Context: an optimization exercise on an open-source flow, tuned for small area and a short achievable clock period. The choices shown serve that exercise and are no tape-out recipe. RTL that was checked went through simulation tests only; none was proved equivalent to the original.

==> run F: inputs <==
Design DF_Fir_Tree, start of the top module:
module DF_Fir_Tree (clk, clk_enable, reset, filter_in, filter_out);
clock: 13.0 ns
lec_check: 0
cap_margin: 20
core_margin: 2
core_utilization: 40
cts_cluster_diameter: 100
cts_cluster_size: 20
place_density: 0.6
slew_margin: 60
synth_hierarchical: 1
synth_minimum_keep_size: 0
standard.sh (not shown) runs the stock make flow with config.mk's settings and CLKGATE_MAP_FILE= SYNTH_SCRIPT=/design/flow/synth_recipe.tcl, a recipe that flattens the netlist after the stock synthesis.
==> flow/flow/run.sh <==
#!/bin/bash
# Standard ORFS layout with two changes to how it is optimised:
#  - port buffers use buf_2 instead of the resizer's default pick;
#  - repair_timing aims for extra setup slack on the worst endpoints.
# Everything else (synthesis, floorplan, CTS, routing) is the standard.sh.
set -euo pipefail
bash standard.sh \
  "BUFFER_PORTS_ARGS=-buffer_cell sky130_fd_sc_hd__buf_2" \
  SETUP_SLACK_MARGIN=8.9 \
  TNS_END_PERCENT=10 \
  finish > standard_make.log 2>&1
==> run K (differences from run F) <==
==> flow/run.sh (new file) <==
#!/bin/bash
# synth_recipe.tcl (not shown) runs the flow's synth.tcl, then flattens the netlist and writes it again
# the make line also repeats each setting of config.mk as NAME=value (left out here)
make -C /OpenROAD-flow-scripts/flow DESIGN_CONFIG=/design/flow/config.mk WORK_HOME=/design/flow/orfs CLKGATE_MAP_FILE= SYNTH_SCRIPT=/design/flow/synth_recipe.tcl finish
removed: flow/flow/run.sh
removed: flow/standard.sh
==> run C (differences from run F) <==
--- a/flow/config.mk
+++ b/flow/config.mk
@@ -8,9 +8,9 @@
 export CAP_MARGIN = 20
 export CORE_MARGIN = 2
-export CORE_UTILIZATION = 40
+export CORE_UTILIZATION = 60
 export CTS_CLUSTER_DIAMETER = 100
 export CTS_CLUSTER_SIZE = 20
-export PLACE_DENSITY = 0.6
-export SLEW_MARGIN = 60
+export PLACE_DENSITY = 0.72
+export SLEW_MARGIN = 20
 export SYNTH_HIERARCHICAL = 1
 export SYNTH_MINIMUM_KEEP_SIZE = 0
==> run summary <==
item	run C	run K	run F
Final core utilization	69.3%	44.6%	46.5%
Sequential portion of the cell area	27.5%	28.0%	27.2%
Worst endpoint required time	13.46 ns	13.42 ns	13.47 ns
Minimum clock period after layout	4.20 ns	4.62 ns	4.17 ns
PostCTS Resize Cnt	113	0	97
Critical Path Slowest Stage Cell	sky130_fd_sc_hd__fa_2	sky130_fd_sc_hd__dfrtp_1	sky130_fd_sc_hd__dfrtp_4
Measured slew at the worst slew-check pin	1.04 ns	0.575 ns	0.498 ns
Worst flop-to-flop path endpoint	Rc[17]	output_register[27]	Rc[14]
Run status	complete, no violations	complete, no violations	complete, no violations
Relative area change from synthesis to final layout	13.2%	10.3%	14.9%
Sum of met3 wire segment lengths after detailed routing	4440 um	2240 um	2880 um
Placer's final routability congestion estimate	0.964	0.933	0.959
Fraction of final layout cells sized beyond drive strength 1	32.2%	18.5%	31.4%
Worst-case headroom to the max-slew limit	30.7%	61.7%	66.4%
Count of buffering cells on the critical path with inverters included	2	2	1
Met2 capacity usage during global routing	47.6%	34.4%	36.3%
Number of placed cells counting well taps	2100	2338	2341
Terminating pin of the worst hold path	d3[3]	output_register[1]	d3[15]
Inverters	204	203	203
Largest net degree at the start of global routing	94	90	77
Data arrival time of the critical path	4.65 ns	5.03 ns	4.64 ns

========
==> run a: inputs <==
DF_Fir_Tree, a different RTL version from the one above (not shown whole).
==> flow/design.v (excerpt) <==
module DF_Fir_Tree (clk, clk_enable, reset, filter_in, filter_out);
make LEC_CHECK=0 CAP_MARGIN=20 CORE_MARGIN=2 CORE_UTILIZATION=40 PLACE_DENSITY=0.6 SLEW_MARGIN=60 SYNTH_HIERARCHICAL=1 SYNTH_MINIMUM_KEEP_SIZE=0 finish   # period 13.0 ns
run.sh (not shown) runs the stock make flow with config.mk's settings and CLKGATE_MAP_FILE= SYNTH_SCRIPT=/design/flow/synth_recipe.tcl, a recipe that flattens the netlist after the stock synthesis.
Stock flow here: none of the scripts above is used.
==> inputs of run b, as changes to run a <==
--- a/flow/design.v
+++ b/flow/design.v
@@ -843,17 +843,18 @@
   fir_fa utb_117 (.a(Rc[28]), .b(Rs[27]), .c(~Rs[28]), .s(tb_117), .co(tb_118));
   wire tb_119, tb_120;
   fir_fa utb_119 (.a(Rc[29]), .b(Rs[28]), .c(~Rs[29]), .s(tb_119), .co(tb_120));
   wire tb_121, tb_122;
   fir_fa utb_121 (.a(Rc[30]), .b(Rs[29]), .c(~Rs[30]), .s(tb_121), .co(tb_122));
   wire tb_123, tb_124;
   fir_fa utb_123 (.a(Rc[31]), .b(Rs[30]), .c(Rs[31]), .s(tb_123), .co(tb_124));
-  wire [32:0] r0 = {~Rs[31], tb_122, tb_120, tb_118, tb_116, tb_114, tb_112, tb_111, tb_108, ~tb_104, tb_100, tb_99, tb_92, ~tb_86, ~tb_80, tb_74, ~tb_68, ~tb_62, tb_56, ~tb_50, ~tb_44, ~tb_38, ~tb_32, ~tb_26, ~tb_20, ~tb_16, ~tb_12, ~tb_8, ~tb_4, ~tb_3, ~Rc[2], Rs[1], 1'b1};
-  wire [32:0] r1 = {tb_124, tb_123, tb_121, tb_119, tb_117, tb_115, tb_113, ~tb_110, ~tb_109, tb_107, ~tb_103, tb_96, tb_95, tb_91, ~tb_85, ~tb_79, tb_73, ~tb_67, ~tb_61, tb_55, ~tb_49, ~tb_43, ~tb_37, ~tb_31, ~tb_25, ~tb_19, ~tb_15, ~tb_11, ~tb_7, tb_2, ~tb_1, ~Rc[1], ~Rc[0]};
-  wire [32:0] sum = r0 + r1;
+  wire [32:0] n0 = {Rs[31], ~tb_122, ~tb_120, ~tb_118, ~tb_116, ~tb_114, ~tb_112, ~tb_111, ~tb_108, tb_104, ~tb_100, ~tb_99, ~tb_92, tb_86, tb_80, ~tb_74, tb_68, tb_62, ~tb_56, tb_50, tb_44, tb_38, tb_32, tb_26, tb_20, tb_16, tb_12, tb_8, tb_4, tb_3, Rc[2], ~Rs[1], 1'b0};
+  wire [32:0] n1 = {~tb_124, ~tb_123, ~tb_121, ~tb_119, ~tb_117, ~tb_115, ~tb_113, tb_110, tb_109, ~tb_107, tb_103, ~tb_96, ~tb_95, ~tb_91, tb_85, tb_79, ~tb_73, tb_67, tb_61, ~tb_55, tb_49, tb_43, tb_37, tb_31, tb_25, tb_19, tb_15, tb_11, tb_7, ~tb_2, tb_1, Rc[1], Rc[0]};
+  wire [32:0] nsum = n0 + n1 + 33'd1;
+  wire [32:0] sum = ~nsum;
   always @(posedge clk or posedge reset)
     if (reset) begin
       d0 <= 0; d1 <= 0; d2 <= 0; d3 <= 0; d4 <= 0; d5 <= 0; d6 <= 0; d7 <= 0;
       pa <= 0; pb <= 0;
       Rs <= 33'd6414442825;
       Rc <= 33'd2027188;
       output_register <= 0;
==> flow/flow/run.sh (new file) <==
#!/bin/bash
# Standard ORFS layout with two changes to how it is optimised:
#  - port buffers use buf_2 instead of the resizer's default pick;
#  - repair_timing aims for extra setup slack on the worst endpoints.
# Everything else (synthesis, floorplan, CTS, routing) is the standard.sh.
set -euo pipefail
bash standard.sh \
  "BUFFER_PORTS_ARGS=-buffer_cell sky130_fd_sc_hd__buf_2" \
  SETUP_SLACK_MARGIN=9.0 \
  TNS_END_PERCENT=25 \
  finish > standard_make.log 2>&1
==> flow/standard.sh (new file) <==
#!/bin/bash
# synth_recipe.tcl (not shown) runs the flow's synth.tcl, then flattens the netlist and writes it again
# the make line also repeats each setting of config.mk as NAME=value (left out here)
make -C /OpenROAD-flow-scripts/flow DESIGN_CONFIG=/design/flow/config.mk WORK_HOME=/design/flow/orfs CLKGATE_MAP_FILE= SYNTH_SCRIPT=/design/flow/synth_recipe.tcl "${@:-finish}"
Settings changed: CTS_CLUSTER_DIAMETER set to 100, CTS_CLUSTER_SIZE set to 20, SLEW_MARGIN 60 to 20.
removed: flow/run.sh
==> qor.yml <==
outcome: "complete, no violations"
cp.buffers_inverters: 2
layout.area.seq_sq_um: 6640
syn_avg_cell_area_sq_um: 13.1
chipWidth_um: 235
path_depth: 10
synth_adder_area_share: 0.429
synth.yosys.seq_area_share: 0.305
Source of the figures above: run b

==> qor.yml <==
syn_avg_cell_area_sq_um: 13.1
outcome: "complete, no violations"
cp.buffers_inverters: 1
path_depth: 9
chipWidth_um: 236
synth_adder_area_share: 0.424
synth.yosys.seq_area_share: 0.302
Source of the figures above: run a

Only the layout flow was run in run a; the RTL was not checked for function there.

========
==> inputs of 05-28 <==
Another version of the RTL of DF_Fir_Tree (not shown whole).
export LEC_CHECK = 0
export CAP_MARGIN = 20
export CORE_MARGIN = 2
export CORE_UTILIZATION = 40
export CTS_BUF_LIST = sky130_fd_sc_hd__clkbuf_4
export PLACE_DENSITY = 0.6
export SLEW_MARGIN = 60
export SYNTH_HIERARCHICAL = 1
export SYNTH_MINIMUM_KEEP_SIZE = 0
create_clock -name core_clock -period 13.0 [get_ports {clk}]
Stock flow here: none of the scripts above is used.
==> 08-21: changes against 05-28 <==
--- a/flow/config.mk
+++ b/flow/config.mk
@@ -7,9 +7,8 @@
 export LEC_CHECK = 0
 export CAP_MARGIN = 20
 export CORE_MARGIN = 2
-export CORE_UTILIZATION = 40
-export CTS_BUF_LIST = sky130_fd_sc_hd__clkbuf_4
-export PLACE_DENSITY = 0.6
+export CORE_UTILIZATION = 65
+export PLACE_DENSITY = 0.75
 export SLEW_MARGIN = 60
 export SYNTH_HIERARCHICAL = 1
 export SYNTH_MINIMUM_KEEP_SIZE = 0
==> 01-24: changes against 05-28 <==
--- a/flow/config.mk
+++ b/flow/config.mk
@@ -8,8 +8,7 @@
 export CAP_MARGIN = 20
 export CORE_MARGIN = 2
 export CORE_UTILIZATION = 40
-export CTS_BUF_LIST = sky130_fd_sc_hd__clkbuf_4
 export PLACE_DENSITY = 0.6
-export SLEW_MARGIN = 60
+export SLEW_MARGIN = 20
 export SYNTH_HIERARCHICAL = 1
 export SYNTH_MINIMUM_KEEP_SIZE = 0
==> run summary <==
The lowest utilization belongs to 01-24, the highest to 08-21. Of 08-21 and 01-24, 08-21 has the higher hold slack (gap 5.3 ps). 05-28 passed the timing, DRC and antenna checks. 01-24 completed with no timing, DRC or antenna violations. 08-21 finished with timing, DRC and antenna clean. In 01-24 the routed wire length is higher than in 08-21, by about 2.4%. The lowest clock skew belongs to 01-24, the highest to 05-28. In register-to-register slack, 01-24 and 05-28 hardly differ. Worst setup slack, highest first: 08-21, 05-28, 01-24. In 05-28 the non-clock buffer count is higher than in 01-24, by 8. In sequential cell count, 01-24 and 08-21 do not differ. Die area is the same in 01-24 and 05-28.
==> figures <==
|  | 01-24 | 05-28 | 08-21 |
|---|---|---|---|
| Met3 layer wire length in the routed design | 2904 microns | 3005 microns | 4428 microns |
| Hold slack final | 480.8 ps | 480.6 ps | 486.1 ps |
| Number of diodes added for antenna fixing | 0 | 1 | 0 |
| Met2 Resource Use GR | 31.95% | 32.69% | 50.59% |
| Multi-input logic portion of the cell area | 59.60% | 58.95% | 59.85% |
| Slowest-stage cell, CP | sky130_fd_sc_hd__buf_4 | sky130_fd_sc_hd__dfrtp_1 | sky130_fd_sc_hd__dfrtp_1 |
| Met1 Resource Use GR | 27.38% | 28.12% | 44.80% |
| Hold Path Sink | d3[5] | d3[5] | d3[15] |
| Critical path startpoint category | input port | flop | flop |
| Result of the run | complete, no violations | complete, no violations | complete, no violations |
| DIE HEIGHT | 237.7 microns | 237.7 microns | 187.3 microns |
| Critical register-to-register path startpoint | d0[7] | d0[9] | d0[8] |
| Layout-to-synthesis area ratio | 1.1037x | 1.1163x | 1.0993x |
| Buf+Inv Stages, Crit Path | 3 | 2 | 4 |
| Cells after DPL | 2434 | 2437 | 2189 |
| Least setup slack across all paths after layout | 8014 ps | 8363 ps | 8468 ps |
| Total routing resource utilization after global routing | 19.93% | 20.57% | 32.15% |
| Level count of the clock H-tree | 1 | 3 | 1 |
| Total area of sequential cells | 6496 sq um | 6541 sq um | 6539 sq um |
| Required time at the worst-slack endpoint | 13520 ps | 13690 ps | 13440 ps |
| Placement-stage worst setup slack | 7356 ps | 8340 ps | 8496 ps |
| Routability cong. | 0.9213 | 0.9213 | 0.9934 |

========
==> run E <==
DF_Fir_Tree with an RTL version that a note above also has.
Design DF_Fir_Tree, start of the top module:
module DF_Fir_Tree (clk, clk_enable, reset, filter_in, filter_out);
clock: 13.0 ns
lec_check: 0
cap_margin: 20
core_margin: 2
core_utilization: 40
cts_buf_list: sky130_fd_sc_hd__clkbuf_8
cts_cluster_diameter: 80
cts_cluster_size: 15
place_density: 0.6
slew_margin: 20
synth_hierarchical: 1
synth_minimum_keep_size: 0
standard.sh (not shown) runs the stock make flow with config.mk's settings and CLKGATE_MAP_FILE= SYNTH_SCRIPT=/design/flow/synth_recipe.tcl, a recipe that flattens the netlist after the stock synthesis.
==> flow/flow/run.sh <==
#!/bin/bash
# Standard ORFS layout with two changes to how it is optimised:
#  - port buffers use buf_1 instead of the resizer's default pick;
#  - repair_timing aims for extra setup slack on the worst endpoints.
# Everything else (synthesis, floorplan, CTS, routing) is the standard.sh.
set -euo pipefail
bash standard.sh \
  "BUFFER_PORTS_ARGS=-buffer_cell sky130_fd_sc_hd__buf_1" \
  SETUP_SLACK_MARGIN=8.9 \
  TNS_END_PERCENT=10 \
  finish > standard_make.log 2>&1
==> inputs of run G, as changes to run E <==
==> flow/flow/run.sh (replaced) <==
#!/bin/bash
# Standard ORFS layout with two changes to how it is optimised:
#  - port buffers use buf_2 instead of the resizer's default pick;
#  - repair_timing aims for extra setup slack on the worst endpoints.
# Everything else (synthesis, floorplan, CTS, routing) is the standard.sh.
set -euo pipefail
bash standard.sh \
  "BUFFER_PORTS_ARGS=-buffer_cell sky130_fd_sc_hd__buf_2" \
  SETUP_SLACK_MARGIN=8.9 \
  TNS_END_PERCENT=100 \
  finish > standard_make.log 2>&1
--- a/flow/config.mk
+++ b/flow/config.mk
@@ -8,9 +8,8 @@
 export CAP_MARGIN = 20
 export CORE_MARGIN = 2
 export CORE_UTILIZATION = 40
-export CTS_BUF_LIST = sky130_fd_sc_hd__clkbuf_8
-export CTS_CLUSTER_DIAMETER = 80
-export CTS_CLUSTER_SIZE = 15
+export CTS_CLUSTER_DIAMETER = 100
+export CTS_CLUSTER_SIZE = 20
 export PLACE_DENSITY = 0.6
 export SLEW_MARGIN = 20
 export SYNTH_HIERARCHICAL = 1
==> comparison table <==
item                                                        run G       run E
Run status                       no timing/DRC/antenna violations  no timing/DRC/antenna violations
Clock buffer cells                                             27          28
WL final                                                 57800 um    55600 um
Number of vias per cell after detailed routing               5.33        5.24
Count of vias placed by the detailed router                 13272       12868
Ratio of cells with drive above 1 in the final layout       34.1%       26.8%
Post-layout utilization of the core                         46.9%       45.4%
Setup bufs post-CTS                                            83          72
Slack of the worst reg-to-reg path                        8.84 ns     8.77 ns
Clock network share of area                                 2.42%       2.13%
Global-route wire length before repair                   89100 um    87600 um
Fraction of area in multi-input gates                       58.1%       59.3%
Skew-Pair Late Insertion Delay                            0.55 ns     0.62 ns
Fraction of the cycle the final worst path needs            32.0%       32.5%

========
==> inputs of v35 <==
Starting RTL as in the previous note.
export LEC_CHECK = 0
export CAP_MARGIN = 20
export CORE_MARGIN = 2
export CORE_UTILIZATION = 40
export CTS_CLUSTER_DIAMETER = 100
export CTS_CLUSTER_SIZE = 20
export PLACE_DENSITY = 0.6
export SLEW_MARGIN = 40
export SYNTH_HIERARCHICAL = 1
export SYNTH_MINIMUM_KEEP_SIZE = 0
create_clock -name core_clock -period 13.0 [get_ports {clk}]
==> flow/flow/run.sh <==
#!/bin/bash
# Standard ORFS layout with two changes to how it is optimised:
#  - port buffers use buf_2 instead of the resizer's default pick;
#  - repair_timing aims for extra setup slack on the worst endpoints.
# Everything else (synthesis, floorplan, CTS, routing) is the standard.sh.
set -euo pipefail
bash standard.sh \
  "BUFFER_PORTS_ARGS=-buffer_cell sky130_fd_sc_hd__buf_2" \
  SETUP_SLACK_MARGIN=8.9 \
  TNS_END_PERCENT=10 \
  finish > standard_make.log 2>&1
==> v34 (differences from v35) <==
--- a/flow/design.v
+++ b/flow/design.v
@@ -847,11 +847,12 @@
   fir_fa utb_121 (.a(Rc[30]), .b(Rs[29]), .c(~Rs[30]), .s(tb_121), .co(tb_122));
   wire tb_123, tb_124;
   fir_fa utb_123 (.a(Rc[31]), .b(Rs[30]), .c(Rs[31]), .s(tb_123), .co(tb_124));
   wire [32:0] n0 = {Rs[31], ~tb_122, ~tb_120, ~tb_118, ~tb_116, ~tb_114, ~tb_112, ~tb_111, ~tb_108, tb_104, ~tb_100, ~tb_99, ~tb_92, tb_86, tb_80, ~tb_74, tb_68, tb_62, ~tb_56, tb_50, tb_44, tb_38, tb_32, tb_26, tb_20, tb_16, tb_12, tb_8, tb_4, tb_3, Rc[2], ~Rs[1], 1'b0};
   wire [32:0] n1 = {~tb_124, ~tb_123, ~tb_121, ~tb_119, ~tb_117, ~tb_115, ~tb_113, tb_110, tb_109, ~tb_107, tb_103, ~tb_96, ~tb_95, ~tb_91, tb_85, tb_79, ~tb_73, tb_67, tb_61, ~tb_55, tb_49, tb_43, tb_37, tb_31, tb_25, tb_19, tb_15, tb_11, tb_7, ~tb_2, tb_1, Rc[1], Rc[0]};
-  wire [32:0] nsum = n0 + n1 + 33'd1;
+  wire [32:0] nsum;
+  fir_add33 ucpa (.a(n0), .b(n1), .s(nsum));
   wire [32:0] sum = ~nsum;
   always @(posedge clk or posedge reset)
     if (reset) begin
       d0 <= 0; d1 <= 0; d2 <= 0; d3 <= 0; d4 <= 0; d5 <= 0; d6 <= 0; d7 <= 0;
       pa <= 0; pb <= 0;
@@ -877,5 +878,10 @@
   input a, b;
   output s, co;
   assign s = a ^ b;
   assign co = a & b;
 endmodule
+module fir_add33 (a, b, s);
+  input [32:0] a, b;
+  output [32:0] s;
+  assign s = a + b + 33'd1;
+endmodule
==> flow/flow/run.sh (replaced) <==
#!/bin/bash
# Standard ORFS layout with two changes to how it is optimised:
#  - port buffers use buf_1 instead of the resizer's default pick;
#  - repair_timing aims for extra setup slack on the worst endpoints.
# Everything else (synthesis, floorplan, CTS, routing) is the standard.sh.
set -euo pipefail
bash standard.sh \
  "BUFFER_PORTS_ARGS=-buffer_cell sky130_fd_sc_hd__buf_1" \
  SETUP_SLACK_MARGIN=8.9 \
  TNS_END_PERCENT=10 \
  finish > standard_make.log 2>&1
--- a/flow/config.mk
+++ b/flow/config.mk
@@ -6,11 +6,12 @@
 export NUM_CORES = 4
 export LEC_CHECK = 0
 export CAP_MARGIN = 20
 export CORE_MARGIN = 2
 export CORE_UTILIZATION = 40
-export CTS_CLUSTER_DIAMETER = 100
-export CTS_CLUSTER_SIZE = 20
+export CTS_BUF_LIST = sky130_fd_sc_hd__clkbuf_8
+export CTS_CLUSTER_DIAMETER = 80
+export CTS_CLUSTER_SIZE = 15
 export PLACE_DENSITY = 0.6
-export SLEW_MARGIN = 40
+export SLEW_MARGIN = 20
 export SYNTH_HIERARCHICAL = 1
 export SYNTH_MINIMUM_KEEP_SIZE = 0
==> metrics.yaml <==
status: "finished clean"
stdcell_count: 2466
min_period_over_period: 0.321
antenna_found_initial: 0
That was v35.
==> metrics.yaml <==
std_cell_rows: 85
antenna_found_initial: 1
status: "finished clean"
stdcell_count: 2538
That was v34.
The RTL of v34 was laid out without a check of its function.

## what the ideal ports hide
No port has a modelled driver above. Below, the same layouts with a new extraction and two added sets of constraints.
Step 1 (the two cells are an assumption about what drives the block):
set clk [get_ports {clk}]
set_driving_cell -lib_cell sky130_fd_sc_hd__clkbuf_16 $clk
set_driving_cell -lib_cell sky130_fd_sc_hd__buf_2 [delete_from_list [all_inputs] $clk]
Step 2 moves the port delays by t, midway between the first and last clock arrival at a register: inputs arrive t later, outputs are due t later. That takes back most of the time a late clock gives input paths.
Slacks: ideal / step 1 / step 2; pairs: ideal / step 1.
run | shift t [ns] | setup WS [ns] | slew at the worst register clock pin (ns)
run F | 0.594 | 8.831 / 8.831 / 8.391 | 0.10 / 0.10
run K | 0.591 | 8.384 / 8.384 / 8.384 | 0.09 / 0.09
run C | 0.569 | 8.803 / 8.803 / 8.355 | 0.09 / 0.09
run a | 0.627 | 8.612 / 8.612 / 8.406 | 0.07 / 0.07
run b | 0.593 | 8.810 / 8.810 / 8.513 | 0.09 / 0.09
05-28 | 0.851 | 8.363 / 8.363 / 8.330 | 0.08 / 0.08
08-21 | 0.622 | 8.468 / 8.468 / 8.468 | 0.07 / 0.07
01-24 | 0.632 | 8.014 / 8.023 / 7.391 | 0.06 / 0.06
run E | 0.657 | 8.771 / 8.771 / 8.518 | 0.11 / 0.11
run G | 0.594 | 8.837 / 8.837 / 8.528 | 0.09 / 0.09
v35 | 0.581 | 8.821 / 8.821 / 8.390 | 0.09 / 0.09
v34 | 0.663 | 8.811 / 8.811 / 8.260 | 0.11 / 0.11
After both steps setup and hold are still met in every run listed. For 01-24, which loses most, drivers alone change the setup slack by +0.009 ns; drivers and shift together by -0.623 ns.
